Context: an optimization exercise on an open-source flow, tuned for small area and a short achievable clock period. The choices shown serve that exercise and are no tape-out recipe.
No run shown here included a check of the RTL's function; only the layout flow was run.
Power is estimated from default activity; no workload was simulated.

==> design.v <==
module cordic (
    input wire signed [31:0] angle,
    input wire clk, reset,
    output wire signed [31:0] x, y
);
reg [2:0] vcnt;
always @(posedge clk)
    if (reset) vcnt <= 3'd0;
    else if (vcnt != 3'd7) vcnt <= vcnt + 3'd1;
wire [15:0] lo = angle[15:0];
wire [12:0] zo;
wire lo_lt16387 = (~lo[15] & ~lo[14]) | (~lo[15] & lo[14] & ~lo[13] & ~lo[12] & ~lo[11] & ~lo[10] & ~lo[9] & ~lo[8] & ~lo[7] & ~lo[6] & ~lo[5] & ~lo[4] & ~lo[3] & ~lo[2] & ~lo[1]) | (~lo[15] & lo[14] & ~lo[13] & ~lo[12] & ~lo[11] & ~lo[10] & ~lo[9] & ~lo[8] & ~lo[7] & ~lo[6] & ~lo[5] & ~lo[4] & ~lo[3] & ~lo[2] & lo[1] & ~lo[0]);
wire lo_lt32769 = (~lo[15]) | (lo[15] & ~lo[14] & ~lo[13] & ~lo[12] & ~lo[11] & ~lo[10] & ~lo[9] & ~lo[8] & ~lo[7] & ~lo[6] & ~lo[5] & ~lo[4] & ~lo[3] & ~lo[2] & ~lo[1] & ~lo[0]);
wire lo_lt49152 = (~lo[15]) | (lo[15] & ~lo[14]);
wire lo_lt17527 = (~lo[15] & ~lo[14]) | (~lo[15] & lo[14] & ~lo[13] & ~lo[12] & ~lo[11] & ~lo[10]) | (~lo[15] & lo[14] & ~lo[13] & ~lo[12] & ~lo[11] & lo[10] & ~lo[9] & ~lo[8] & ~lo[7] & ~lo[6]) | (~lo[15] & lo[14] & ~lo[13] & ~lo[12] & ~lo[11] & lo[10] & ~lo[9] & ~lo[8] & ~lo[7] & lo[6] & ~lo[5]) | (~lo[15] & lo[14] & ~lo[13] & ~lo[12] & ~lo[11] & lo[10] & ~lo[9] & ~lo[8] & ~lo[7] & lo[6] & lo[5] & ~lo[4]) | (~lo[15] & lo[14] & ~lo[13] & ~lo[12] & ~lo[11] & lo[10] & ~lo[9] & ~lo[8] & ~lo[7] & lo[6] & lo[5] & lo[4] & ~lo[3] & ~lo[2]) | (~lo[15] & lo[14] & ~lo[13] & ~lo[12] & ~lo[11] & lo[10] & ~lo[9] & ~lo[8] & ~lo[7] & lo[6] & lo[5] & lo[4] & ~lo[3] & lo[2] & ~lo[1]) | (~lo[15] & lo[14] & ~lo[13] & ~lo[12] & ~lo[11] & lo[10] & ~lo[9] & ~lo[8] & ~lo[7] & lo[6] & lo[5] & lo[4] & ~lo[3] & lo[2] & lo[1] & ~lo[0]);
wire lo_lt8192 = (~lo[15] & ~lo[14] & ~lo[13]);
wire lo_lt24577 = (~lo[15] & ~lo[14]) | (~lo[15] & lo[14] & ~lo[13]) | (~lo[15] & lo[14] & lo[13] & ~lo[12] & ~lo[11] & ~lo[10] & ~lo[9] & ~lo[8] & ~lo[7] & ~lo[6] & ~lo[5] & ~lo[4] & ~lo[3] & ~lo[2] & ~lo[1] & ~lo[0]);
wire lo_lt40960 = (~lo[15]) | (lo[15] & ~lo[14] & ~lo[13]);
wire lo_lt57344 = (~lo[15]) | (lo[15] & ~lo[14]) | (lo[15] & lo[14] & ~lo[13]);
wire lo_lt3362 = (~lo[15] & ~lo[14] & ~lo[13] & ~lo[12] & ~lo[11]) | (~lo[15] & ~lo[14] & ~lo[13] & ~lo[12] & lo[11] & ~lo[10]) | (~lo[15] & ~lo[14] & ~lo[13] & ~lo[12] & lo[11] & lo[10] & ~lo[9] & ~lo[8]) | (~lo[15] & ~lo[14] & ~lo[13] & ~lo[12] & lo[11] & lo[10] & ~lo[9] & lo[8] & ~lo[7] & ~lo[6] & ~lo[5]) | (~lo[15] & ~lo[14] & ~lo[13] & ~lo[12] & lo[11] & lo[10] & ~lo[9] & lo[8] & ~lo[7] & ~lo[6] & lo[5] & ~lo[4] & ~lo[3] & ~lo[2] & ~lo[1]);
wire lo_lt29407 = (~lo[15] & ~lo[14]) | (~lo[15] & lo[14] & ~lo[13]) | (~lo[15] & lo[14] & lo[13] & ~lo[12]) | (~lo[15] & lo[14] & lo[13] & lo[12] & ~lo[11] & ~lo[10] & ~lo[9]) | (~lo[15] & lo[14] & lo[13] & lo[12] & ~lo[11] & ~lo[10] & lo[9] & ~lo[8] & ~lo[7]) | (~lo[15] & lo[14] & lo[13] & lo[12] & ~lo[11] & ~lo[10] & lo[9] & ~lo[8] & lo[7] & ~lo[6]) | (~lo[15] & lo[14] & lo[13] & lo[12] & ~lo[11] & ~lo[10] & lo[9] & ~lo[8] & lo[7] & lo[6] & ~lo[5] & ~lo[4]) | (~lo[15] & lo[14] & lo[13] & lo[12] & ~lo[11] & ~lo[10] & lo[9] & ~lo[8] & lo[7] & lo[6] & ~lo[5] & lo[4] & ~lo[3]) | (~lo[15] & lo[14] & lo[13] & lo[12] & ~lo[11] & ~lo[10] & lo[9] & ~lo[8] & lo[7] & lo[6] & ~lo[5] & lo[4] & lo[3] & ~lo[2]) | (~lo[15] & lo[14] & lo[13] & lo[12] & ~lo[11] & ~lo[10] & lo[9] & ~lo[8] & lo[7] & lo[6] & ~lo[5] & lo[4] & lo[3] & lo[2] & ~lo[1]) | (~lo[15] & lo[14] & lo[13] & lo[12] & ~lo[11] & ~lo[10] & lo[9] & ~lo[8] & lo[7] & lo[6] & ~lo[5] & lo[4] & lo[3] & lo[2] & lo[1] & ~lo[0]);
wire lo_lt36130 = (~lo[15]) | (lo[15] & ~lo[14] & ~lo[13] & ~lo[12] & ~lo[11]) | (lo[15] & ~lo[14] & ~lo[13] & ~lo[12] & lo[11] & ~lo[10]) | (lo[15] & ~lo[14] & ~lo[13] & ~lo[12] & lo[11] & lo[10] & ~lo[9] & ~lo[8]) | (lo[15] & ~lo[14] & ~lo[13] & ~lo[12] & lo[11] & lo[10] & ~lo[9] & lo[8] & ~lo[7] & ~lo[6] & ~lo[5]) | (lo[15] & ~lo[14] & ~lo[13] & ~lo[12] & lo[11] & lo[10] & ~lo[9] & lo[8] & ~lo[7] & ~lo[6] & lo[5] & ~lo[4] & ~lo[3] & ~lo[2] & ~lo[1]);
wire lo_lt62174 = (~lo[15]) | (lo[15] & ~lo[14]) | (lo[15] & lo[14] & ~lo[13]) | (lo[15] & lo[14] & lo[13] & ~lo[12]) | (lo[15] & lo[14] & lo[13] & lo[12] & ~lo[11] & ~lo[10] & ~lo[9]) | (lo[15] & lo[14] & lo[13] & lo[12] & ~lo[11] & ~lo[10] & lo[9] & ~lo[8] & ~lo[7]) | (lo[15] & lo[14] & lo[13] & lo[12] & ~lo[11] & ~lo[10] & lo[9] & ~lo[8] & lo[7] & ~lo[6]) | (lo[15] & lo[14] & lo[13] & lo[12] & ~lo[11] & ~lo[10] & lo[9] & ~lo[8] & lo[7] & lo[6] & ~lo[5] & ~lo[4]) | (lo[15] & lo[14] & lo[13] & lo[12] & ~lo[11] & ~lo[10] & lo[9] & ~lo[8] & lo[7] & lo[6] & ~lo[5] & lo[4] & ~lo[3]) | (lo[15] & lo[14] & lo[13] & lo[12] & ~lo[11] & ~lo[10] & lo[9] & ~lo[8] & lo[7] & lo[6] & ~lo[5] & lo[4] & lo[3] & ~lo[2]) | (lo[15] & lo[14] & lo[13] & lo[12] & ~lo[11] & ~lo[10] & lo[9] & ~lo[8] & lo[7] & lo[6] & ~lo[5] & lo[4] & lo[3] & lo[2] & ~lo[1]);
wire lo_lt13022 = (~lo[15] & ~lo[14] & ~lo[13]) | (~lo[15] & ~lo[14] & lo[13] & ~lo[12]) | (~lo[15] & ~lo[14] & lo[13] & lo[12] & ~lo[11] & ~lo[10] & ~lo[9]) | (~lo[15] & ~lo[14] & lo[13] & lo[12] & ~lo[11] & ~lo[10] & lo[9] & ~lo[8] & ~lo[7]) | (~lo[15] & ~lo[14] & lo[13] & lo[12] & ~lo[11] & ~lo[10] & lo[9] & ~lo[8] & lo[7] & ~lo[6]) | (~lo[15] & ~lo[14] & lo[13] & lo[12] & ~lo[11] & ~lo[10] & lo[9] & ~lo[8] & lo[7] & lo[6] & ~lo[5] & ~lo[4]) | (~lo[15] & ~lo[14] & lo[13] & lo[12] & ~lo[11] & ~lo[10] & lo[9] & ~lo[8] & lo[7] & lo[6] & ~lo[5] & lo[4] & ~lo[3]) | (~lo[15] & ~lo[14] & lo[13] & lo[12] & ~lo[11] & ~lo[10] & lo[9] & ~lo[8] & lo[7] & lo[6] & ~lo[5] & lo[4] & lo[3] & ~lo[2]) | (~lo[15] & ~lo[14] & lo[13] & lo[12] & ~lo[11] & ~lo[10] & lo[9] & ~lo[8] & lo[7] & lo[6] & ~lo[5] & lo[4] & lo[3] & lo[2] & ~lo[1]);
wire lo_lt19747 = (~lo[15] & ~lo[14]) | (~lo[15] & lo[14] & ~lo[13] & ~lo[12] & ~lo[11]) | (~lo[15] & lo[14] & ~lo[13] & ~lo[12] & lo[11] & ~lo[10]) | (~lo[15] & lo[14] & ~lo[13] & ~lo[12] & lo[11] & lo[10] & ~lo[9] & ~lo[8]) | (~lo[15] & lo[14] & ~lo[13] & ~lo[12] & lo[11] & lo[10] & ~lo[9] & lo[8] & ~lo[7] & ~lo[6] & ~lo[5]) | (~lo[15] & lo[14] & ~lo[13] & ~lo[12] & lo[11] & lo[10] & ~lo[9] & lo[8] & ~lo[7] & ~lo[6] & lo[5] & ~lo[4] & ~lo[3] & ~lo[2] & ~lo[1]) | (~lo[15] & lo[14] & ~lo[13] & ~lo[12] & lo[11] & lo[10] & ~lo[9] & lo[8] & ~lo[7] & ~lo[6] & lo[5] & ~lo[4] & ~lo[3] & ~lo[2] & lo[1] & ~lo[0]);
wire lo_lt45790 = (~lo[15]) | (lo[15] & ~lo[14] & ~lo[13]) | (lo[15] & ~lo[14] & lo[13] & ~lo[12]) | (lo[15] & ~lo[14] & lo[13] & lo[12] & ~lo[11] & ~lo[10] & ~lo[9]) | (lo[15] & ~lo[14] & lo[13] & lo[12] & ~lo[11] & ~lo[10] & lo[9] & ~lo[8] & ~lo[7]) | (lo[15] & ~lo[14] & lo[13] & lo[12] & ~lo[11] & ~lo[10] & lo[9] & ~lo[8] & lo[7] & ~lo[6]) | (lo[15] & ~lo[14] & lo[13] & lo[12] & ~lo[11] & ~lo[10] & lo[9] & ~lo[8] & lo[7] & lo[6] & ~lo[5] & ~lo[4]) | (lo[15] & ~lo[14] & lo[13] & lo[12] & ~lo[11] & ~lo[10] & lo[9] & ~lo[8] & lo[7] & lo[6] & ~lo[5] & lo[4] & ~lo[3]) | (lo[15] & ~lo[14] & lo[13] & lo[12] & ~lo[11] & ~lo[10] & lo[9] & ~lo[8] & lo[7] & lo[6] & ~lo[5] & lo[4] & lo[3] & ~lo[2]) | (lo[15] & ~lo[14] & lo[13] & lo[12] & ~lo[11] & ~lo[10] & lo[9] & ~lo[8] & lo[7] & lo[6] & ~lo[5] & lo[4] & lo[3] & lo[2] & ~lo[1]);
wire lo_lt52514 = (~lo[15]) | (lo[15] & ~lo[14]) | (lo[15] & lo[14] & ~lo[13] & ~lo[12] & ~lo[11]) | (lo[15] & lo[14] & ~lo[13] & ~lo[12] & lo[11] & ~lo[10]) | (lo[15] & lo[14] & ~lo[13] & ~lo[12] & lo[11] & lo[10] & ~lo[9] & ~lo[8]) | (lo[15] & lo[14] & ~lo[13] & ~lo[12] & lo[11] & lo[10] & ~lo[9] & lo[8] & ~lo[7] & ~lo[6] & ~lo[5]) | (lo[15] & lo[14] & ~lo[13] & ~lo[12] & lo[11] & lo[10] & ~lo[9] & lo[8] & ~lo[7] & ~lo[6] & lo[5] & ~lo[4] & ~lo[3] & ~lo[2] & ~lo[1]);
wire t_m1298 = (~zo[12] & ~zo[11]) | (~zo[12] & zo[11] & ~zo[10] & ~zo[9]) | (~zo[12] & zo[11] & ~zo[10] & zo[9] & ~zo[8] & ~zo[7]) | (~zo[12] & zo[11] & ~zo[10] & zo[9] & ~zo[8] & zo[7] & ~zo[6]) | (~zo[12] & zo[11] & ~zo[10] & zo[9] & ~zo[8] & zo[7] & zo[6] & ~zo[5]) | (~zo[12] & zo[11] & ~zo[10] & zo[9] & ~zo[8] & zo[7] & zo[6] & zo[5] & ~zo[4] & ~zo[3]) | (~zo[12] & zo[11] & ~zo[10] & zo[9] & ~zo[8] & zo[7] & zo[6] & zo[5] & ~zo[4] & zo[3] & ~zo[2]) | (~zo[12] & zo[11] & ~zo[10] & zo[9] & ~zo[8] & zo[7] & zo[6] & zo[5] & ~zo[4] & zo[3] & zo[2] & ~zo[1]);
wire t_p1298 = (~zo[12]) | (zo[12] & ~zo[11] & ~zo[10]) | (zo[12] & ~zo[11] & zo[10] & ~zo[9] & ~zo[8]) | (zo[12] & ~zo[11] & zo[10] & ~zo[9] & zo[8] & ~zo[7] & ~zo[6] & ~zo[5] & ~zo[4]) | (zo[12] & ~zo[11] & zo[10] & ~zo[9] & zo[8] & ~zo[7] & ~zo[6] & ~zo[5] & zo[4] & ~zo[3] & ~zo[2] & ~zo[1]);
wire t_m1949 = (~zo[12] & ~zo[11]) | (~zo[12] & zo[11] & ~zo[10] & ~zo[9] & ~zo[8] & ~zo[7] & ~zo[6]) | (~zo[12] & zo[11] & ~zo[10] & ~zo[9] & ~zo[8] & ~zo[7] & zo[6] & ~zo[5]) | (~zo[12] & zo[11] & ~zo[10] & ~zo[9] & ~zo[8] & ~zo[7] & zo[6] & zo[5] & ~zo[4] & ~zo[3] & ~zo[2] & ~zo[1]) | (~zo[12] & zo[11] & ~zo[10] & ~zo[9] & ~zo[8] & ~zo[7] & zo[6] & zo[5] & ~zo[4] & ~zo[3] & ~zo[2] & zo[1] & ~zo[0]);
wire t_m647 = (~zo[12] & ~zo[11]) | (~zo[12] & zo[11] & ~zo[10]) | (~zo[12] & zo[11] & zo[10] & ~zo[9] & ~zo[8]) | (~zo[12] & zo[11] & zo[10] & ~zo[9] & zo[8] & ~zo[7] & ~zo[6]) | (~zo[12] & zo[11] & zo[10] & ~zo[9] & zo[8] & ~zo[7] & zo[6] & ~zo[5]) | (~zo[12] & zo[11] & zo[10] & ~zo[9] & zo[8] & ~zo[7] & zo[6] & zo[5] & ~zo[4]) | (~zo[12] & zo[11] & zo[10] & ~zo[9] & zo[8] & ~zo[7] & zo[6] & zo[5] & zo[4] & ~zo[3]) | (~zo[12] & zo[11] & zo[10] & ~zo[9] & zo[8] & ~zo[7] & zo[6] & zo[5] & zo[4] & zo[3] & ~zo[2] & ~zo[1] & ~zo[0]);
wire t_p647 = (~zo[12]) | (zo[12] & ~zo[11] & ~zo[10] & ~zo[9]) | (zo[12] & ~zo[11] & ~zo[10] & zo[9] & ~zo[8] & ~zo[7]) | (zo[12] & ~zo[11] & ~zo[10] & zo[9] & ~zo[8] & zo[7] & ~zo[6] & ~zo[5] & ~zo[4] & ~zo[3] & ~zo[2]) | (zo[12] & ~zo[11] & ~zo[10] & zo[9] & ~zo[8] & zo[7] & ~zo[6] & ~zo[5] & ~zo[4] & ~zo[3] & zo[2] & ~zo[1]) | (zo[12] & ~zo[11] & ~zo[10] & zo[9] & ~zo[8] & zo[7] & ~zo[6] & ~zo[5] & ~zo[4] & ~zo[3] & zo[2] & zo[1] & ~zo[0]);
wire t_p1949 = (~zo[12]) | (zo[12] & ~zo[11] & ~zo[10]) | (zo[12] & ~zo[11] & zo[10] & ~zo[9]) | (zo[12] & ~zo[11] & zo[10] & zo[9] & ~zo[8]) | (zo[12] & ~zo[11] & zo[10] & zo[9] & zo[8] & ~zo[7]) | (zo[12] & ~zo[11] & zo[10] & zo[9] & zo[8] & zo[7] & ~zo[6] & ~zo[5] & ~zo[4]) | (zo[12] & ~zo[11] & zo[10] & zo[9] & zo[8] & zo[7] & ~zo[6] & ~zo[5] & zo[4] & ~zo[3]) | (zo[12] & ~zo[11] & zo[10] & zo[9] & zo[8] & zo[7] & ~zo[6] & ~zo[5] & zo[4] & zo[3] & ~zo[2]) | (zo[12] & ~zo[11] & zo[10] & zo[9] & zo[8] & zo[7] & ~zo[6] & ~zo[5] & zo[4] & zo[3] & zo[2] & ~zo[1] & ~zo[0]);
wire s   = angle[31];
wire h0  = angle[16];
wire zr  = (angle[30:17] == 14'd0);
wire in_r = ~s & zr & ~h0;
wire h1   = ~s & zr & h0;
wire h1ok = h1 & lo_lt17527;                
wire f0   = h1 | (~s & ~zr) | (s & zr & ~h0);    
wire qa = lo_lt16387;
wire qb = ~lo_lt16387 & lo_lt32769;
wire qc = ~lo_lt32769 & lo_lt49152;
wire qd = ~lo_lt49152;
wire selA = ~in_r | qa;
wire d1 = (selA & lo_lt8192) | (in_r & qb & ~lo_lt24577) | (in_r & qc & lo_lt40960) | (in_r & qd & ~lo_lt57344);
wire d2y = (selA & lo_lt3362) | (in_r & qb & ~lo_lt29407) | (in_r & qc & lo_lt36130) | (in_r & qd & ~lo_lt62174);
wire d2n = (selA & lo_lt13022) | (in_r & qb & ~lo_lt19747) | (in_r & qc & lo_lt45790) | (in_r & qd & ~lo_lt52514);
wire d2 = d1 ? d2y : d2n;
wire [1:0] qi = {~lo_lt32769, qb | qd};
wire neg = in_r & qi[0];
wire [2:0] cls = in_r ? {1'b0, qi} : {1'b1, ~h1ok, f0};
reg [12:0] lop_1;
reg [1:0] d_1;
reg [2:0] cls_1;
always @(posedge clk) begin
    lop_1 <= lo[12:0] ^ {13{neg}};
    d_1   <= {d2, d1};
    cls_1 <= cls;
end
wire cin = (cls_1 == 3'b001);               
wire [12:0] k3 = d_1[0] ? (d_1[1] ? 13'd7386 : 13'd2274) : (d_1[1] ? 13'd5918 : 13'd806);
reg [12:0] z3_2;
reg [1:0] d_2;
reg [2:0] cls_2;
always @(posedge clk) begin
    z3_2  <= lop_1[12:0] + {12'd0, cin} + k3;
    d_2   <= d_1;
    cls_2 <= cls_1;
end
assign zo = {~z3_2[12], z3_2[11:0]};       
wire d3 = z3_2[12];
wire d4 = d3 ? t_m1298 : t_p1298;
wire d5 = d3 ? (d4 ? t_m1949 : t_m647) : (d4 ? t_p647 : t_p1949);
wire sat = cls_2[2] & cls_2[1];
wire f   = cls_2[2] & cls_2[0];
wire [1:0] q = cls_2[1:0] | {2{cls_2[2]}};
reg [7:0] code_3, code_4, code_5, code_6, code_7;
always @(posedge clk) begin
    code_3 <= {q, {d5 ^ d4, d4 ^ d3, d3 ^ d_2[1], d_2[1] ^ d_2[0], d_2[0]} & {5{~sat}}, f};
    code_4 <= code_3;
    code_5 <= code_4;
    code_6 <= code_5;
    code_7 <= code_6;
end
wire [9:0] x6, y6, nzx, nzy;
cordic_tab tab (.d(code_7[5:0]), .xo(x6), .yo(y6), .nx(nzx), .ny(nzy));
wire negx = code_7[6] ^ code_7[7];
wire negy = code_7[7] ^ code_7[0];          
wire [9:0] tx = x6 ^ (nzx & {10{negx}});
wire [9:0] ty = y6 ^ (nzy & {10{negy}});
reg [9:0] xr, yr;
always @(posedge clk) begin
    if (reset || vcnt != 3'd7) begin
        xr <= 10'd0;
        yr <= 10'd0;
    end else begin
        xr <= tx;
        yr <= ty;
    end
end
assign x = {{22{xr[9]}}, xr};
assign y = {{22{yr[9]}}, yr};
endmodule
module cordic_tab(d, xo, yo, nx, ny);
  input [5:0] d;
  wire [5:0] d;
  output [9:0] xo;
  wire [9:0] xo;
  output [9:0] yo;
  wire [9:0] yo;
  output [9:0] nx;
  wire [9:0] nx;
  output [9:0] ny;
  wire [9:0] ny;
  wire _000_;
  wire _001_;
  wire _002_;
  wire _003_;
  wire _004_;
  wire _005_;
  wire _006_;
  wire _007_;
  wire _008_;
  wire _009_;
  wire _010_;
  wire _011_;
  wire _012_;
  wire _013_;
  wire _014_;
  wire _015_;
  wire _016_;
  wire _017_;
  wire _018_;
  wire _019_;
  wire _020_;
  wire _021_;
  wire _022_;
  wire _023_;
  wire _024_;
  wire _025_;
  wire _026_;
  wire _027_;
  wire _028_;
  wire _029_;
  wire _030_;
  wire _031_;
  wire _032_;
  wire _033_;
  wire _034_;
  wire _035_;
  wire _036_;
  wire _037_;
  wire _038_;
  wire _039_;
  wire _040_;
  wire _041_;
  wire _042_;
  wire _043_;
  wire _044_;
  wire _045_;
  wire _046_;
  wire _047_;
  wire _048_;
  wire _049_;
  wire _050_;
  wire _051_;
  wire _052_;
  wire _053_;
  wire _054_;
  wire _055_;
  wire _056_;
  wire _057_;
  wire _058_;
  wire _059_;
  wire _060_;
  wire _061_;
  wire _062_;
  wire _063_;
  wire _064_;
  wire _065_;
  wire _066_;
  wire _067_;
  wire _068_;
  wire _069_;
  wire _070_;
  wire _071_;
  wire _072_;
  wire _073_;
  wire _074_;
  wire _075_;
  wire _076_;
  wire _077_;
  wire _078_;
  wire _079_;
  wire _080_;
  wire _081_;
  wire _082_;
  wire _083_;
  wire _084_;
  wire _085_;
  wire _086_;
  wire _087_;
  wire _088_;
  wire _089_;
  wire _090_;
  wire _091_;
  wire _092_;
  wire _093_;
  wire _094_;
  wire _095_;
  wire _096_;
  wire _097_;
  wire _098_;
  wire _099_;
  wire _100_;
  wire _101_;
  wire _102_;
  wire _103_;
  wire _104_;
  wire _105_;
  wire _106_;
  wire _107_;
  wire _108_;
  wire _109_;
  wire _110_;
  wire _111_;
  wire _112_;
  wire _113_;
  wire _114_;
  wire _115_;
  wire _116_;
  wire _117_;
  wire _118_;
  wire _119_;
  wire _120_;
  wire _121_;
  wire _122_;
  wire _123_;
  wire _124_;
  wire _125_;
  assign _018_ = d[4] ? _092_ : _017_;
  assign _019_ = _081_ ^ _073_;
  assign _020_ = d[3] ? _106_ : _082_;
  assign _021_ = _076_ ? _019_ : _020_;
  assign xo[4] = _072_ ? _018_ : _021_;
  assign _022_ = _098_ ? _089_ : _015_;
  assign _023_ = _073_ ? d[2] : _022_;
  assign _024_ = _074_ ^ _073_;
  assign _025_ = d[3] ? _082_ : _086_;
  assign _026_ = _076_ ? _024_ : _025_;
  assign xo[3] = _072_ ? _023_ : _026_;
  assign _027_ = _073_ ? d[1] : _106_;
  assign _028_ = _076_ ? _073_ : _027_;
  assign _029_ = _098_ & ~(_015_);
  assign _030_ = d[0] ? d[2] : _081_;
  assign _031_ = _073_ ? _029_ : _030_;
  assign _032_ = d[0] | ~(d[1]);
  assign _033_ = d[2] ? _032_ : _015_;
  assign _034_ = _120_ ? _089_ : _098_;
  assign _035_ = _073_ ? _033_ : _034_;
  assign _036_ = _076_ ? _031_ : _035_;
  assign xo[2] = d[5] ? _028_ : _036_;
  assign _037_ = _093_ & _078_;
  assign _038_ = d[3] ? _106_ : _074_;
  assign _039_ = _076_ ? _037_ : _038_;
  assign _040_ = _039_ & ~(_072_);
  assign _041_ = ~(d[2] & d[1]);
  assign _042_ = _041_ | _073_;
  assign _043_ = _042_ | _120_;
  assign _044_ = _041_ & ~(_104_);
  assign _045_ = _110_ | d[5];
  assign _046_ = _045_ | _044_;
  assign _047_ = _043_ & ~(_046_);
  assign xo[1] = _047_ | _040_;
  assign _048_ = d[3] ? _106_ : _086_;
  assign _049_ = _084_ & ~(_113_);
  assign nx[1] = d[4] ? _048_ : _049_;
  assign _050_ = d[3] & ~(_085_);
  assign _051_ = _076_ ? _050_ : _038_;
  assign _052_ = _073_ ? _081_ : _085_;
  assign _053_ = _076_ ? _011_ : _052_;
  assign yo[4] = _072_ ? _051_ : _053_;
  assign _054_ = _093_ & ~(_006_);
  assign _055_ = _081_ & ~(_100_);
  assign _056_ = _055_ | _007_;
  assign yo[6] = _056_ | _054_;
  assign _057_ = d[3] ? _041_ : _086_;
  assign _058_ = _076_ ? _019_ : _057_;
  assign _059_ = d[2] | d[3];
  assign _060_ = ~(_059_ & _078_);
  assign _061_ = _076_ ? _037_ : _060_;
  assign yo[5] = _072_ ? _058_ : _061_;
  assign ny[6] = _042_ | _003_;
  assign _062_ = _073_ ? _098_ : _084_;
  assign _063_ = d[4] ? _086_ : _062_;
  assign _064_ = _073_ ? _098_ : _086_;
  assign _065_ = d[4] ? _064_ : _062_;
  assign yo[7] = _072_ ? _063_ : _065_;
  assign _066_ = _059_ | d[1];
  assign _067_ = _066_ | d[4];
  assign _068_ = _074_ | ~(_102_);
  assign ny[4] = _072_ ? _067_ : _068_;
  assign _069_ = ~(_102_ & _009_);
  assign ny[3] = _072_ ? _067_ : _069_;
  assign nx[6] = _003_ | _109_;
  assign _070_ = _085_ | _073_;
  assign _071_ = d[4] ? _070_ : _066_;
  assign ny[2] = _072_ ? _005_ : _071_;
  assign _072_ = ~d[5];
  assign _073_ = ~d[3];
  assign _074_ = d[2] ^ d[1];
  assign _075_ = _073_ ? d[2] : _074_;
  assign _076_ = ~d[4];
  assign _077_ = _074_ ^ d[3];
  assign _078_ = d[1] | ~(d[3]);
  assign _079_ = _078_ & _074_;
  assign _080_ = _076_ ? _077_ : _079_;
  assign yo[3] = _072_ ? _075_ : _080_;
  assign _081_ = d[1] & ~(d[2]);
  assign _082_ = ~(d[2] | d[1]);
  assign _083_ = _073_ ? _081_ : _082_;
  assign _084_ = d[2] | ~(d[1]);
  assign _085_ = d[2] & ~(d[1]);
  assign _086_ = _084_ & ~(_085_);
  assign _087_ = d[3] ? d[1] : _086_;
  assign _088_ = _076_ ? _083_ : _087_;
  assign _089_ = ~d[1];
  assign _090_ = _073_ ? _089_ : _085_;
  assign _091_ = _076_ ? _073_ : _090_;
  assign yo[2] = _072_ ? _088_ : _091_;
  assign _092_ = d[3] ? _085_ : _086_;
  assign _093_ = d[3] | ~(d[1]);
  assign _094_ = ~(_093_ & _078_);
  assign _095_ = d[4] ? _092_ : _094_;
  assign _096_ = _085_ | d[4];
  assign yo[1] = d[5] ? _095_ : _096_;
  assign _097_ = _084_ | d[3];
  assign _098_ = ~d[2];
  assign _099_ = d[1] ? d[4] : _098_;
  assign ny[1] = ~(_099_ & _097_);
  assign _100_ = d[4] & ~(d[5]);
  assign yo[9] = ~(_100_ | _097_);
  assign _101_ = _073_ & ~(_100_);
  assign yo[8] = _101_ | _089_;
  assign _102_ = d[4] & d[3];
  assign _103_ = ~(_102_ & _074_);
  assign _104_ = d[0] | d[4];
  assign _105_ = _104_ | _097_;
  assign nx[4] = d[5] ? _103_ : _105_;
  assign _106_ = d[2] & d[1];
  assign _107_ = _106_ | _073_;
  assign _108_ = _107_ | _076_;
  assign _109_ = _078_ | _098_;
  assign _110_ = d[0] & d[4];
  assign _111_ = _110_ & ~(_109_);
  assign _112_ = _105_ & ~(_111_);
  assign nx[3] = d[5] ? _108_ : _112_;
  assign _113_ = d[0] & ~(_093_);
  assign _114_ = _097_ & ~(_113_);
  assign _115_ = d[4] ? _107_ : _114_;
  assign _116_ = _084_ | d[0];
  assign _117_ = d[1] | ~(d[0]);
  assign _118_ = ~(d[0] & d[1]);
  assign _119_ = d[2] ? _117_ : _118_;
  assign _120_ = ~d[0];
  assign _121_ = _098_ ? _120_ : _117_;
  assign _122_ = _073_ ? _119_ : _121_;
  assign _123_ = _076_ ? _116_ : _122_;
  assign nx[2] = d[5] ? _115_ : _123_;
  assign _124_ = d[2] | d[1];
  assign xo[9] = _101_ & ~(_124_);
  assign xo[8] = _101_ | d[1];
  assign _125_ = _073_ ? _098_ : _124_;
  assign _000_ = d[4] ? _074_ : _125_;
  assign _001_ = _073_ ? _098_ : _074_;
  assign _002_ = _076_ ? _125_ : _001_;
  assign xo[7] = _072_ ? _000_ : _002_;
  assign _003_ = ~(d[5] & d[4]);
  assign _004_ = ~(_003_ | _079_);
  assign _005_ = _124_ | d[4];
  assign _006_ = ~(d[2] & d[4]);
  assign _007_ = _072_ & ~(_006_);
  assign _008_ = _007_ | ~(_005_);
  assign xo[6] = _008_ | _004_;
  assign _009_ = d[1] | ~(d[2]);
  assign _010_ = d[3] ? _009_ : _074_;
  assign _011_ = _082_ ^ _073_;
  assign _012_ = d[4] ? _010_ : _011_;
  assign _013_ = d[3] ? d[1] : _098_;
  assign _014_ = _076_ ? _094_ : _013_;
  assign xo[5] = _072_ ? _012_ : _014_;
  assign _015_ = d[0] | d[1];
  assign _016_ = _015_ & ~(_098_);
  assign _017_ = d[3] & ~(_016_);
  assign { ny[9:7], ny[5], ny[0] } = { 3'h7, ny[4], 1'h0 };
  assign { nx[9:7], nx[5], nx[0] } = { 3'h7, nx[4], 1'h0 };
  assign yo[0] = ny[1];
  assign xo[0] = nx[1];
endmodule
==> flow/run.sh <==
#!/bin/bash
# Standard ORFS layout, except that the port buffers are plain buffers
# (buf_1) instead of the delay cells buffer_ports picks by default.
set -euo pipefail
export BUFFER_PORTS_ARGS="-buffer_cell sky130_fd_sc_hd__buf_1"
bash standard.sh finish > flow_standard.log 2>&1
==> standard.sh <==
#!/bin/bash
# synth_recipe.tcl (not shown) runs the flow's synth.tcl, then flattens the netlist and writes it again
# the make line also repeats each setting of config.mk as NAME=value (left out here)
make -C /OpenROAD-flow-scripts/flow DESIGN_CONFIG=/design/flow/config.mk WORK_HOME=/design/flow/orfs CLKGATE_MAP_FILE= SYNTH_SCRIPT=/design/flow/synth_recipe.tcl "${@:-finish}"
==> config.mk <==
export PLATFORM = sky130hd
export DESIGN_NAME = cordic
export DESIGN_NICKNAME = cordic
export VERILOG_FILES = /design/flow/design.v
export SDC_FILE = /design/flow/constraint.sdc
export NUM_CORES = 4
export LEC_CHECK = 0
export ABC_AREA = 1
export CAP_MARGIN = 20
export CORE_MARGIN = 2
export CORE_UTILIZATION = 60
export CTS_BUF_LIST = sky130_fd_sc_hd__clkbuf_4 sky130_fd_sc_hd__clkbuf_8
export SETUP_SLACK_MARGIN = 2.9
export SLEW_MARGIN = 20
==> constraint.sdc <==
create_clock -name core_clock -period 5.0 [get_ports {clk}]
set_input_delay 1.0000 -clock core_clock [delete_from_list [all_inputs] [get_ports {clk}]]
set_output_delay 1.0000 -clock core_clock [all_outputs]
set_load 0.01 [all_outputs]
==> impl_metrics.env, run 1 <==
export IMPL_status="timing/DRC/antenna clean"
export IMPL_crit_required_ns=5.24
export IMPL_synthCells=660
export IMPL_grt_overflow=0
export IMPL_drtIter0Drc=281
export IMPL_drive_gt1_share_pct=11.2
export IMPL_synth_compound_area_share_pct=13.5
export IMPL_yosysSeqAreaShare_pct=39.9
export IMPL_yosysWarnings=1
export IMPL_synth_enable_flop_cells=0
export IMPL_yosys_mux_area_fraction_pct=0
export IMPL_ant_nets=0
export IMPL_synth_top_area_share_pct=39.9
export IMPL_vias=4548
export IMPL_die_area_um2=9020
export IMPL_worst_setup_path_start_kind="primary input"
export IMPL_holdWs_ns=0.326
export IMPL_post_route_util_pct=67.8
export IMPL_slew_violations=0
export IMPL_cp_max_fo=6
export IMPL_antenna_found_initial=0
export IMPL_syn_nets=715
export IMPL_diodes=0
export IMPL_peakVddDrop_mv=0.129
export IMPL_layout_common_cells="nand2_1 (122), buf_1 (94), dfxtp_1 (90)"
export IMPL_max_freq_mhz=496
export IMPL_setup_viol=0
export IMPL_p_leak_nw=2.53
export IMPL_num_fill_cells=705
export IMPL_yosys_area_share_adder_pct=5.29
export IMPL_rsz0062_at_grt="true"
export IMPL_floorplan_initialDensity_pct=61.0
export IMPL_port_buffer_count=97
export IMPL_wl_um=11200
export IMPL_die_w_um=95.0
export IMPL_routedWlPerCell_um=13.3
export IMPL_pin_count=98
export IMPL_area_growth_pct=11.1
export IMPL_drc=0
export IMPL_dp_cells=808
export IMPL_finalCritPeriodShare_pct=40.3
export IMPL_min_path_type="register to register"
export IMPL_hold_viol=0
export IMPL_ys_flop_type="dfxtp_1"
export IMPL_cts_hold_buf=0
export IMPL_rows=33
export IMPL_fin_crit_ns=2.01
export IMPL_stdcell_count=839
export IMPL_final_setup_skew_ns=0.0142
export IMPL_powerDensity_nw_per_um2=276
export IMPL_tns_ns=0
export IMPL_final_common_cell="nand2_1"
export IMPL_firstDrtPassIters=5
export IMPL_numCtsBuffers=9
export IMPL_synth_top_family_by_area="simple AND/OR/NAND/NOR gates"
export IMPL_ys_seq_elements=99
export IMPL_postLayoutCellArea_um2=5520
export IMPL_end_kind="register"
export IMPL_worst_pin_slew_ns=0.824
export IMPL_gp_congestion=0.918
export IMPL_slew_headroom_pct=44.7
export IMPL_dpl_hpwl_um=8140
export IMPL_htree_levels=3
export IMPL_synth_xor_area_share_pct=5.44
export IMPL_cts_sinks=99
export IMPL_grt_max_degree=24
export IMPL_syn_area_um2=4960
export IMPL_synth_simple_area_share_pct=22.0
export IMPL_clock_root_buffer="clkbuf_8"
export IMPL_synth_area_leaders="dfxtp_1 (40%), nand2_1 (9.4%), buf_4 (6.8%), a21oi_1 (5.8%), inv_1 (5.7%)"
export IMPL_yosys_area_top_type="dfxtp_1"
export IMPL_grt_pass1_wl_um=17200
export IMPL_via_per_inst=5.42
export IMPL_grt_pass1_vias=3933
export IMPL_clkSlewWorstSetupHoldPaths_ns=0.10
export IMPL_nets=784
export IMPL_synth_async_reset_ratio_pct=0
export IMPL_cts_buffer_depth=2
export IMPL_path_class="primary input to register"
export IMPL_maxCapViolCount=0
export IMPL_arrival_ns=2.26
export IMPL_die_h_um=95.0
export IMPL_gr_usage_all_layers_pct=24.3
export IMPL_clk_latency_ns=0.36
export IMPL_syn_area_per_cell_um2=7.52
export IMPL_core_area_um2=8130
export IMPL_placedInstanceArea_um2=5080
export IMPL_ys_types=38
export IMPL_cts_tree="yes"
synthesized netlist by cell type, types with 2 or more instances:
| cell type | count |
|---|---|
| a21o_1 | 2 |
| o221ai_1 | 4 |
| ha_1 | 21 |
| buf_2 | 4 |
| dfxtp_1 | 99 |
| nand4_1 | 9 |
| a31oi_1 | 4 |
| nand2_1 | 124 |
| nand3_1 | 30 |
| xnor2_1 | 7 |
| buf_4 | 45 |
| nor2_2 | 3 |
| xor2_1 | 22 |
| or2_2 | 3 |
| inv_2 | 2 |
| nor2_1 | 68 |
| a21oi_1 | 58 |
| o21ai_0 | 40 |
| nor4_1 | 2 |
| o22ai_1 | 3 |
| a22oi_1 | 2 |
| nor3_1 | 9 |
| clkbuf_1 | 5 |
| o211ai_1 | 3 |
| inv_1 | 76 |
| nand3b_1 | 2 |
| o32ai_1 | 2 |
sequential cells by signal (all words and copies together), names as in the netlist:
name / count
code_7: 8
code_5: 8
code_6: 8
d_2: 2
lop_1: 13
xr: 10
cls_2: 3
z3_2: 13
code_4: 8
cls_1: 3
code_3: 8
vcnt: 3
yr: 10
d_1: 2
power breakdown:
part | internal (W) | total [W] | switching, W | leakage (nW)
Combinational | 0.0000767 | 0.000198 | 0.000121 | 1.62
Sequential | 0.000819 | 0.000846 | 0.0000270 | 0.818
Clock | 0.000190 | 0.000478 | 0.000288 | 0.0925
worst max-delay path: stages:
cell and delay [ns]:
buf_1 0.15, nor2_2 0.17, buf_4 0.13, nand3_1 0.10
nor2_1 0.10, nand2_1 0.05, nand2_1 0.09, nor2_2 0.06
inv_2 0.14, nand2_4 0.11, xor2_1 0.15
metrics by stage:
stage               total power, W  setup slack [ns]
finish                     0.00152              2.99
global route               0.00160              2.89
CTS                        0.00153              2.81
detailed placement         0.00105              2.47
global placement           0.00105              2.54
floorplan                  0.00100              2.82
routing by layer:
metal	global-route usage (%)	routed length [µm]
met5	0	0
met4	10.4	318
met3	4.47	782
met2	43.7	5700
met1	28.1	4360
final cells by class:
type | instances | area [µm²] | area share [%]
Sequential cell | 99 | 2010 | 36.4
Inverter | 78 | 304 | 5.51
Clock buffer | 9 | 124 | 2.24
Multi-Input combinational cell | 429 | 2410 | 43.7
Timing Repair Buffer | 112 | 483 | 8.75
Clock inverter | 7 | 58.8 | 1.07
Tap cell | 105 | 131 | 2.38
final timing paths:
check,startpoint,to,slack (ns),depth (start not counted)
max reg2reg,code_7[1],yr[2],3.04,9
max,angle[12],lop_1[1],2.99,11
min,code_6[1],code_7[1],0.33,0
min reg2reg,code_6[1],code_7[1],0.33,0
cells by family (layout without fill, tap and decap cells):
kind of cell,count (synthesis),in the layout
xor+xnor,30,30
compound gates,122,122
fa+ha+maj,21,21
simple gates,255,256
buf+inv,133,206
flops,99,99
what timing repair did:
action	CTS	global route
endpoints found under the setup margin	71	56
gates cloned	0	1
gates resized for setup	13	33
setup buffers	4	10
pin swaps	0	6
==> run 2, diff against run 1 <==
--- a/config.mk
+++ b/config.mk
@@ -9,6 +9,6 @@
 export CAP_MARGIN = 20
 export CORE_MARGIN = 2
-export CORE_UTILIZATION = 60
+export CORE_UTILIZATION = 50
 export CTS_BUF_LIST = sky130_fd_sc_hd__clkbuf_4 sky130_fd_sc_hd__clkbuf_8
-export SETUP_SLACK_MARGIN = 2.9
+export SETUP_SLACK_MARGIN = 2.7
 export SLEW_MARGIN = 20
==> impl_metrics.env, run 2 <==
export IMPL_gr_usage_all_layers_pct=20.1
export IMPL_dpl_worst_slack_ns=2.46
export IMPL_drtIter0Drc=206
export IMPL_synth_area_leaders="dfxtp_1 (40%), nand2_1 (9.4%), buf_4 (6.8%), a21oi_1 (5.8%), inv_1 (5.7%)"
export IMPL_clk_latency_ns=0.36
export IMPL_path_class="primary input to register"
export IMPL_synth_enable_flop_cells=0
export IMPL_maxCapViolCount=0
export IMPL_area_growth_pct=6.83
export IMPL_synthCells=660
export IMPL_syn_area_um2=4960
export IMPL_yosys_area_top_type="dfxtp_1"
export IMPL_grt_pass1_wl_um=17800
export IMPL_slew_violations=0
export IMPL_die_w_um=104
export IMPL_synth_top_family_by_area="simple AND/OR/NAND/NOR gates"
export IMPL_synth_most_common_cell="nand2_1"
export IMPL_grt_max_degree=24
export IMPL_yosys_area_share_adder_pct=5.29
export IMPL_gp_congestion=0.936
export IMPL_synth_simple_area_share_pct=22.0
export IMPL_core_area_um2=9680
export IMPL_syn_nets=715
export IMPL_peakVddDrop_mv=0.181
export IMPL_wl_um=10500
export IMPL_worst_pin_slew_ns=0.766
export IMPL_finalCritPeriodShare_pct=43.1
export IMPL_yosysSeqAreaShare_pct=39.9
export IMPL_yosys_top_cells_count="nand2_1 (124), dfxtp_1 (99), inv_1 (76), nor2_1 (68), a21oi_1 (58)"
export IMPL_slew_headroom_pct=48.6
export IMPL_powerDensity_nw_per_um2=283
export IMPL_die_area_um2=10700
export IMPL_worst_setup_path_start_kind="primary input"
export IMPL_regToRegSetupSlack_ns=2.85
export IMPL_post_cts_buffers=0
export IMPL_vias=4258
export IMPL_pin_count=98
export IMPL_synth_async_reset_ratio_pct=0
export IMPL_cts_buffer_depth=2
export IMPL_status="timing/DRC/antenna clean"
export IMPL_rows=36
export IMPL_clock_root_buffer="clkbuf_8"
export IMPL_nets=769
export IMPL_dpl_hpwl_um=8180
export IMPL_htree_levels=3
export IMPL_cts_sinks=99
export IMPL_synth_xor_area_share_pct=5.44
export IMPL_reg_top3="lop_1 (13), z3_2 (13)"
export IMPL_crit_required_ns=5.24
export IMPL_synth_compound_area_share_pct=13.5
export IMPL_ys_types=38
export IMPL_grt_pass1_vias=3957
export IMPL_drive_gt1_share_pct=5.70
export IMPL_setup_viol=0
export IMPL_worst_slack_ns=2.84
export IMPL_ys_flop_type="dfxtp_1"
export IMPL_antenna_found_initial=0
export IMPL_layout_common_cells="nand2_1 (124), buf_1 (95), dfxtp_1 (93)"
export IMPL_syn_area_per_cell_um2=7.52
export IMPL_ant_nets=0
export IMPL_arrival_ns=2.39
export IMPL_synth_top_area_share_pct=39.9
export IMPL_final_common_cell="nand2_1"
export IMPL_floorplan_initialDensity_pct=51.3
export IMPL_r2r_start="code_7[1]"
export IMPL_cts_hold_buf=0
export IMPL_end_kind="register"
export IMPL_routedWlPerCell_um=12.4
export IMPL_port_buffer_count=97
export IMPL_ys_seq_elements=99
export IMPL_min_from="code_5[7]"
export IMPL_r2r_end="yr[2]"
export IMPL_die_h_um=104
export IMPL_max_freq_mhz=464
export IMPL_numCtsBuffers=9
export IMPL_critical_path_startpoint="angle[7]"
export IMPL_yosysWarnings=1
export IMPL_hold_viol=0
export IMPL_rsz0062_at_grt="true"
export IMPL_drc=0
export IMPL_min_path_type="register to register"
export IMPL_final_setup_skew_ns=0.0112
export IMPL_tns_ns=0
export IMPL_p_leak_nw=2.45
export IMPL_rr_worst_depth=9
export IMPL_endpoint="lop_1[9]"
export IMPL_cp_max_fo=13
export IMPL_diodes=0
export IMPL_firstDrtPassIters=5
export IMPL_clkSlewWorstSetupHoldPaths_ns=0.09
export IMPL_yosys_mux_area_fraction_pct=0
export IMPL_via_per_inst=5.00
export IMPL_fin_crit_ns=2.16
export IMPL_cts_tree="yes"
export IMPL_grt_overflow=0
export IMPL_num_fill_cells=966
run 2: changes by cell type in the layout (fill, tap and decap cells not counted), sizes merged:
cell / before / now
clkbuf: 12 / 11
inv: 79 / 82
buf: 109 / 96
clkinv: 2 / 3
clkinvlp: 4 / 0
nand2: 126 / 125
run 2: cell type report:
class	instances	area (µm²)	share of cell area, %
clock inverter	7	56.3	1.06
tap	133	166	3.14
multi-input combinational	428	2300	43.4
inverter	78	293	5.52
clock buffer	9	124	2.34
sequential	99	1990	37.5
timing repair buffer	98	374	7.05
run 2: logic make-up after synthesis:
family          count (synthesis)
compound gates                122
flops                          99
buf+inv                       133
fa+ha+maj                      21
xor+xnor                       30
simple gates                  255
run 2: what timing repair did:
item,CTS,global route
endpoints found under the hold margin,0,0
resized for setup,3,9
setup endpoints to repair,4,70
run 2: worst min path at each step:
stage / endpoint / slack (ns) / cells past startpoint
floorplan: code_4[0] / 0.31 / 0
global placement: code_4[2] / 0.31 / 0
detailed placement: code_4[5] / 0.31 / 0
CTS: code_6[7] / 0.33 / 0
global route: code_6[7] / 0.33 / 0
finish: code_6[7] / 0.33 / 0
run 2: routing by layer:
metal	part of all wire [%]	up-vias	global-route usage [%]
met5	0	-	0
met1	43	1891	24.1
met3	4.8	24	3.96
met2	50	135	35.1
met4	2.0	0	8.11
li1	-	2208	-
run 2: metrics by stage:
| stage | instance area [µm²] | hold slack [ns] | total power, W | util, % | instances |
|---|---|---|---|---|---|
| 2_1_floorplan | 4960 | 0.310 | 0.00100 | - | 660 |
| 3_3_place_gp | 5110 | 0.310 | 0.00105 | 52.7 | 836 |
| 3_5_place_dp | 5110 | 0.312 | 0.00105 | 52.7 | 836 |
| 4_1_cts | 5290 | 0.327 | 0.00152 | 54.6 | 852 |
| 5_1_grt | 5300 | 0.325 | 0.00159 | 54.8 | 852 |
| 6_report | 5300 | 0.328 | 0.00150 | 54.8 | 852 |
run 2: worst max-delay path, stage by stage:
cell	delay, ns
buf_1	0.14
nor2_1	0.22
inv_1	0.11
nor3_1	0.27
nand2_1	0.10
nand2_1	0.10
nor2_2	0.06
inv_2	0.07
nand2_4	0.14
xor2_1	0.19
run 2: where the power goes:
| part | internal [W] | switching [W] | leakage (nW) |
|---|---|---|---|
| logic | 0.0000728 | 0.000113 | 1.54 |
| clock network | 0.000189 | 0.000277 | 0.0963 |
| registers | 0.000822 | 0.0000267 | 0.815 |
| total | 0.00108 | 0.000417 | 2.45 |
==> run 3, diff against run 2 <==
==> flow/run.sh (replaced) <==
#!/bin/bash
# Standard ORFS layout with two changes:
#  - after the standard synthesis, the combinational logic is re-mapped for
#    area by yosys/abc (flow/reopt.ys.in, flow/reopt.abc); the registers,
#    their names and cell types are kept as the standard synthesis made them;
#  - the port buffers are plain buf_1 cells instead of the delay cells
#    buffer_ports picks by default.
set -euo pipefail
export BUFFER_PORTS_ARGS="-buffer_cell sky130_fd_sc_hd__buf_1"
R=orfs/results/${FLOW_PLATFORM}/cordic/base
LIB=$FLOW_HOME/platforms/sky130hd/lib/sky130_fd_sc_hd__tt_025C_1v80.lib
YOSYS=$FLOW_HOME/../tools/install/yosys/bin/yosys
[ -x "$YOSYS" ] || YOSYS=yosys
bash standard.sh synth > flow_synth.log 2>&1
cp $R/1_2_yosys.v std_synth.v
sed -e "s#LIBFILE#$LIB#g" -e "s#INFILE#std_synth.v#" -e "s#OUTFILE#reopt.v#" flow/reopt.ys.in > reopt.ys
$YOSYS -s reopt.ys > flow_reopt.log 2>&1
cp reopt.v $R/1_2_yosys.v
bash standard.sh finish > flow_standard.log 2>&1
==> flow/reopt.abc (new file) <==
strash
dch -f
map -a
mfs2
strash
dch -f
map -a
topo
stime -c
==> flow/reopt.ys.in (new file) <==
read_liberty -ignore_miss_func LIBFILE
read_verilog -noblackbox INFILE
hierarchy -top cordic
blackbox sky130_fd_sc_hd__dfxtp_* sky130_fd_sc_hd__conb_1
flatten
opt -purge
abc -script flow/reopt.abc -liberty LIBFILE -dont_use sky130_fd_sc_hd__lpflow_bleeder_1 -dont_use sky130_fd_sc_hd__lpflow_clkbufkapwr_1 -dont_use sky130_fd_sc_hd__lpflow_clkbufkapwr_16 -dont_use sky130_fd_sc_hd__lpflow_clkbufkapwr_2 -dont_use sky130_fd_sc_hd__lpflow_clkbufkapwr_4 -dont_use sky130_fd_sc_hd__lpflow_clkbufkapwr_8 -dont_use sky130_fd_sc_hd__lpflow_clkinvkapwr_1 -dont_use sky130_fd_sc_hd__lpflow_clkinvkapwr_16 -dont_use sky130_fd_sc_hd__lpflow_clkinvkapwr_2 -dont_use sky130_fd_sc_hd__lpflow_clkinvkapwr_4 -dont_use sky130_fd_sc_hd__lpflow_clkinvkapwr_8 -dont_use sky130_fd_sc_hd__lpflow_decapkapwr_12 -dont_use sky130_fd_sc_hd__lpflow_decapkapwr_3 -dont_use sky130_fd_sc_hd__lpflow_decapkapwr_4 -dont_use sky130_fd_sc_hd__lpflow_decapkapwr_6 -dont_use sky130_fd_sc_hd__lpflow_decapkapwr_8 -dont_use sky130_fd_sc_hd__lpflow_inputiso0n_1 -dont_use sky130_fd_sc_hd__lpflow_inputiso0p_1 -dont_use sky130_fd_sc_hd__lpflow_inputiso1n_1 -dont_use sky130_fd_sc_hd__lpflow_inputiso1p_1 -dont_use sky130_fd_sc_hd__lpflow_inputisolatch_1 -dont_use sky130_fd_sc_hd__lpflow_isobufsrc_1 -dont_use sky130_fd_sc_hd__lpflow_isobufsrc_16 -dont_use sky130_fd_sc_hd__lpflow_isobufsrc_2 -dont_use sky130_fd_sc_hd__lpflow_isobufsrc_4 -dont_use sky130_fd_sc_hd__lpflow_isobufsrc_8 -dont_use sky130_fd_sc_hd__lpflow_isobufsrckapwr_16 -dont_use sky130_fd_sc_hd__lpflow_lsbuf_lh_hl_isowell_tap_1 -dont_use sky130_fd_sc_hd__lpflow_lsbuf_lh_hl_isowell_tap_2 -dont_use sky130_fd_sc_hd__lpflow_lsbuf_lh_hl_isowell_tap_4 -dont_use sky130_fd_sc_hd__lpflow_lsbuf_lh_isowell_4 -dont_use sky130_fd_sc_hd__lpflow_lsbuf_lh_isowell_tap_1 -dont_use sky130_fd_sc_hd__lpflow_lsbuf_lh_isowell_tap_2 -dont_use sky130_fd_sc_hd__lpflow_lsbuf_lh_isowell_tap_4 -dont_use sky130_fd_sc_hd__probe_p_8 -dont_use sky130_fd_sc_hd__probec_p_8 
opt_clean -purge
splitnets
opt_clean -purge
hilomap -singleton -hicell sky130_fd_sc_hd__conb_1 HI -locell sky130_fd_sc_hd__conb_1 LO
insbuf -buf sky130_fd_sc_hd__buf_4 A X
opt_clean -purge
rename -hide w:*
tee -o reopt_stat.txt stat -liberty LIBFILE
write_verilog -noattr -nohex -nodec OUTFILE
--- a/config.mk
+++ b/config.mk
@@ -9,5 +9,5 @@
 export CAP_MARGIN = 20
 export CORE_MARGIN = 2
-export CORE_UTILIZATION = 50
+export CORE_UTILIZATION = 60
 export CTS_BUF_LIST = sky130_fd_sc_hd__clkbuf_4 sky130_fd_sc_hd__clkbuf_8
 export SETUP_SLACK_MARGIN = 2.7
==> impl_metrics.env, run 3 <==
export IMPL_num_fill_cells=577
export IMPL_firstDrtPassIters=5
export IMPL_clock_root_buffer="clkbuf_8"
export IMPL_dpl_hpwl_um=7570
export IMPL_cts_hold_buf=0
export IMPL_cts_tree="yes"
export IMPL_diodes=0
export IMPL_syn_area_per_cell_um2=7.68
export IMPL_area_growth_pct=16.0
export IMPL_worst_slack_ns=2.41
export IMPL_routedWlPerCell_um=13.7
export IMPL_clkPwrFrac_pct=33.4
export IMPL_die_w_um=91.1
export IMPL_clkSlewWorstSetupHoldPaths_ns=0.10
export IMPL_grt_pass1_vias=3799
export IMPL_grt_max_degree=24
export IMPL_worst_setup_path_start_kind="primary input"
export IMPL_worst_pin_slew_ns=0.673
export IMPL_clk_latency_ns=0.38
export IMPL_maxCapViolCount=0
export IMPL_antenna_found_initial=0
export IMPL_multiInputGateArea_um2=2180
export IMPL_hold_viol=0
export IMPL_dpl_worst_slack_ns=1.98
export IMPL_combPwrFrac_pct=11.0
export IMPL_end_kind="register"
export IMPL_final_setup_skew_ns=0.00657
export IMPL_nets=702
export IMPL_crit_required_ns=5.31
export IMPL_wl_um=10600
export IMPL_grt_overflow=0
export IMPL_core_area_um2=7290
export IMPL_grt_pass1_wl_um=16900
export IMPL_die_h_um=91.1
export IMPL_seq_power_share_pct=55.6
export IMPL_layout_common_cells="nor2_1 (113), buf_1 (96), dfxtp_1 (92)"
export IMPL_post_route_util_pct=72.3
export IMPL_rows=31
export IMPL_final_common_cell="nor2_1"
export IMPL_status="timing/DRC/antenna clean"
export IMPL_p_leak_nw=2.00
export IMPL_gr_usage_all_layers_pct=25.1
export IMPL_vias=4244
export IMPL_drive_gt1_share_pct=12.8
export IMPL_yosysWarnings=1
export IMPL_syn_nets=626
export IMPL_fin_crit_ns=2.59
export IMPL_gp_congestion=0.935
export IMPL_path_class="primary input to register"
export IMPL_htree_levels=3
export IMPL_drc=0
export IMPL_slew_violations=0
export IMPL_cp_max_fo=3
export IMPL_powerDensity_nw_per_um2=289
export IMPL_netSwitchingFraction_pct=28.9
export IMPL_pin_count=98
export IMPL_drtIter0Drc=150
export IMPL_seq_area_um2=1990
export IMPL_tns_ns=0
export IMPL_rsz0062_at_grt="true"
export IMPL_holdWs_ns=0.331
export IMPL_cts_buffer_depth=2
export IMPL_cts_sinks=99
export IMPL_p_sw_w=0.000440
export IMPL_ant_nets=0
export IMPL_via_per_inst=5.50
export IMPL_max_freq_mhz=386
export IMPL_arrival_ns=2.90
export IMPL_die_area_um2=8290
export IMPL_synthCells=592
export IMPL_floorplan_initialDensity_pct=62.4
export IMPL_p_int_w=0.00108
export IMPL_port_buffer_count=97
export IMPL_min_path_type="register to register"
export IMPL_setup_viol=0
export IMPL_slew_headroom_pct=54.8
export IMPL_numCtsBuffers=9
export IMPL_reg_top3="lop_1 (13), z3_2 (13)"
export IMPL_finalCritPeriodShare_pct=51.7
export IMPL_syn_area_um2=4550
export IMPL_peakVddDrop_mv=0.155
[run 3: layer usage]
metal	global-route usage [%]	wire (µm)	part of all wire (%)
met1	26.5	3980	38
met2	46.4	5550	52
met3	4.40	629	5.9
met4	14.4	412	3.9
met5	0	0	0
[run 3: stage by stage]
| step | power (W) | cell area [µm²] | instances |
|---|---|---|---|
| 6_report | 0.00152 | 5280 | 772 |
| 5_1_grt | 0.00159 | 5280 | 772 |
| 4_1_cts | 0.00152 | 5120 | 764 |
| 3_5_place_dp | 0.00102 | 4780 | 742 |
| 3_3_place_gp | 0.00101 | 4780 | 742 |
| 2_1_floorplan | 0.000966 | 4640 | 592 |
[run 3: final timing paths]
kind                   from         to  slack [ns]  cells past startpoint
setup / recovery  angle[21]     d_1[1]        2.41                     11
hold / removal    code_6[4]  code_7[4]        0.33                      0
setup reg to reg     d_1[1]   z3_2[10]        2.72                     11
hold reg to reg   code_6[4]  code_7[4]        0.33                      0
[run 3: area by class of cell]
cell class,count,share of cell area (%)
clock buffer,9,2.35
clock inverter,7,1.47
inverter,75,5.83
multi-input combinational,373,41.3
sequential,99,37.8
tap,99,2.35
timing repair buffer,110,8.89
[run 3: power by group through the flow]
stage | Sequential (W) | Combinational, W | Clock [W]
after floorplan | 0.000856 | 0.000110 | 0
after global routing | 0.000851 | 0.000188 | 0.000551
final | 0.000846 | 0.000167 | 0.000509
after detailed placement | 0.000864 | 0.000152 | 0
after CTS | 0.000845 | 0.000156 | 0.000516
after global placement | 0.000862 | 0.000147 | 0
[run 3: timing repair]
action                     CTS  global route
pin swaps                   14             6
resized for setup           24            30
setup endpoints to repair   63            33
setup buffers                5             8
gates cloned                 1             0
[run 3: critical path, cell delays in order]
cell and delay [ns]:
buf_1 0.08, nor4_2 0.32, nand4_1 0.18, or2_4 0.28
nor2_4 0.14, clkinv_4 0.07, a2111oi_4 0.22, clkinv_2 0.16
nand4_1 0.13, o221ai_2 0.13, o211ai_1 0.19
==> run 4, diff against run 3 <==
==> flow/reopt.abc (replaced) <==
strash
dch
map -B 0.9
topo
stime -c
buffer -c
upsize -c
dnsize -c
==> impl_metrics.env, run 4 <==
export IMPL_status="timing/DRC/antenna clean"
export IMPL_finalCritPeriodShare_pct=42.1
export IMPL_cts_hold_buf=0
export IMPL_core_area_um2=8180
export IMPL_clock_root_buffer="clkbuf_8"
export IMPL_grt_pass1_vias=4173
export IMPL_cp_cell_sequence="buf_1"
export IMPL_grt_max_degree=24
export IMPL_slew_headroom_pct=60.7
export IMPL_vias=4741
export IMPL_p_sw_w=0.000462
export IMPL_num_fill_cells=725
export IMPL_drive_gt1_share_pct=6.23
export IMPL_via_per_inst=5.32
export IMPL_powerDensity_nw_per_um2=288
export IMPL_grt_overflow=0
export IMPL_wl_um=11500
export IMPL_worst_pin_slew_ns=0.589
export IMPL_floorplan_initialDensity_pct=61.9
export IMPL_final_setup_skew_ns=0.0180
export IMPL_min_path_type="register to register"
export IMPL_peakVddDrop_mv=0.148
export IMPL_p_int_w=0.00109
export IMPL_stdcell_count=892
export IMPL_cp_max_fo=23
export IMPL_syn_nets=757
export IMPL_antenna_found_initial=0
export IMPL_reg_top3="lop_1 (13), z3_2 (13)"
export IMPL_cp_top_family="flip-flops"
export IMPL_setup_viol=0
export IMPL_rsz0062_at_grt="false"
export IMPL_critical_path_max_stage_delay_ns=0.53
export IMPL_rows=33
export IMPL_placedInstanceArea_um2=5180
export IMPL_cts_sinks=99
export IMPL_layout_common_cells="nand2_1 (171), nor2_1 (103), buf_1 (96)"
export IMPL_routedWlPerCell_um=12.9
export IMPL_p_leak_nw=2.55
export IMPL_final_common_cell="nand2_1"
export IMPL_drc=0
export IMPL_max_freq_mhz=475
export IMPL_die_w_um=95.8
export IMPL_clkPwrFrac_pct=33.6
export IMPL_cp_depth=1
export IMPL_fin_crit_ns=2.11
export IMPL_arrival_ns=1.11
export IMPL_cts_buffer_depth=2
export IMPL_yosysWarnings=1
export IMPL_diodes=0
export IMPL_grt_pass1_wl_um=18700
export IMPL_nets=816
export IMPL_netSwitchingFraction_pct=29.8
export IMPL_hold_viol=0
export IMPL_clkSlewWorstSetupHoldPaths_ns=0.12
export IMPL_area_growth_pct=6.70
export IMPL_synthCells=723
export IMPL_holdWs_ns=0.322
export IMPL_fin_total_pwr_w=0.00155
export IMPL_clk_latency_ns=0.38
export IMPL_htree_levels=3
export IMPL_die_h_um=95.8
export IMPL_gr_usage_all_layers_pct=26.0
export IMPL_worst_setup_path_start_kind="register"
export IMPL_path_class="register to output port"
export IMPL_maxCapViolCount=0
export IMPL_firstDrtPassIters=7
export IMPL_drtIter0Drc=237
export IMPL_syn_area_per_cell_um2=7.00
export IMPL_postLayoutCellArea_um2=5400
export IMPL_rr_worst_depth=8
export IMPL_crit_buf_inv=1
export IMPL_seq_power_share_pct=54.5
export IMPL_cts_tree="yes"
export IMPL_worst_path_max_delay_cell="dfxtp_2"
export IMPL_crit_required_ns=4.00
export IMPL_whs_path_depth=0
export IMPL_combPwrFrac_pct=11.8
export IMPL_slew_violations=0
export IMPL_die_area_um2=9180
export IMPL_dpl_hpwl_um=8760
export IMPL_pin_count=98
export IMPL_gp_congestion=0.945
export IMPL_ant_nets=0
export IMPL_numCtsBuffers=9
export IMPL_port_buffer_count=97
export IMPL_dp_cells=876
export IMPL_end_kind="output port"
export IMPL_tns_ns=0
export IMPL_syn_area_um2=5060
run 4: path summary, 6_finish.rpt:
kind	end	from	slack (ns)
worst max-delay path	x[17]	xr[9]	2.89
worst min-delay path	code_7[7]	code_6[7]	0.32
worst max register to register	xr[3]	code_7[3]	2.91
worst min register to register	code_7[7]	code_6[7]	0.32
run 4: timing repair:
| action | in CTS | in global routing |
|---|---|---|
| resized for setup | 1 | 4 |
| buffers inserted | 0 | 0 |
| setup endpoints to repair | 23 | 32 |
run 4: layer usage:
layer	routed length, µm	global-route usage [%]	share of wire (%)
met1	4430	29.5	39
met2	5780	47.0	50
met3	779	4.70	6.8
met4	483	12.5	4.2
met5	0	0	0
run 4: power by group through the flow:
| stage | sequential [W] | combinational [W] | clock, W |
|---|---|---|---|
| after floorplan | 0.000857 | 0.000137 | 0 |
| after global placement | 0.000863 | 0.000175 | 0 |
| after detailed placement | 0.000865 | 0.000181 | 0 |
| after CTS | 0.000847 | 0.000183 | 0.000534 |
| after global routing | 0.000851 | 0.000213 | 0.000564 |
| final | 0.000847 | 0.000184 | 0.000522 |
run 4: layout make-up:
type                            count  area [µm²]  area share, %
Tap cell                          105         131           2.43
Sequential cell                    99        1990           36.8
Timing Repair Buffer               98         373           6.91
Clock inverter                      7        83.8           1.55
Multi-Input combinational cell    486        2370           43.9
Inverter                           88         330           6.12
Clock buffer                        9         124           2.29
run 4: metrics by stage:
stage / utilization [%] / setup slack [ns]
3_5_place_dp: 63.4 / 2.54
4_1_cts: 66.0 / 2.72
3_3_place_gp: 63.4 / 2.58
6_report: 66.0 / 2.89
2_1_floorplan: - / 2.81
5_1_grt: 66.0 / 2.73

-- static timing again, ports no longer ideal --
Ports are ideal in the flow. The routed layouts listed here were re-timed in OpenROAD. Step 1 (the two cells are an assumption about what drives the block):
set clk [get_ports {clk}]
set_driving_cell -lib_cell sky130_fd_sc_hd__clkbuf_16 $clk
set_driving_cell -lib_cell sky130_fd_sc_hd__buf_2 [delete_from_list [all_inputs] $clk]
Step 2, shift: input delay + t, output delay - t, t = (earliest + latest rising clock arrival at the registers) / 2. This alone moves slack from input paths to output paths. Three values: ideal, step 1, step 2; two values: the first two.
| run | t (ns) | setup WS [ns] | worst setup path after step 2 | clock arrival spread, ns | worst slew at a driven data input, ns |
|---|---|---|---|---|---|
| run 1 | 0.385 | 2.985 / 2.969 / 2.611 | input to register | 0.015 / 0.015 | 0.03 |
| run 2 | 0.387 | 2.843 / 2.853 / 2.468 | input to register | 0.012 / 0.012 | 0.03 |
| run 3 | 0.405 | 2.413 / 2.419 / 2.014 | input to register | 0.008 / 0.007 | 0.04 |
| run 4 | 0.400 | 2.895 / 2.861 / 2.539 | input to register | 0.019 / 0.019 | 0.03 |
After both steps every run listed still meets setup and hold. The setup slack of run 3, which loses most, moves by +0.006 ns with the drivers and by -0.399 ns with both steps.
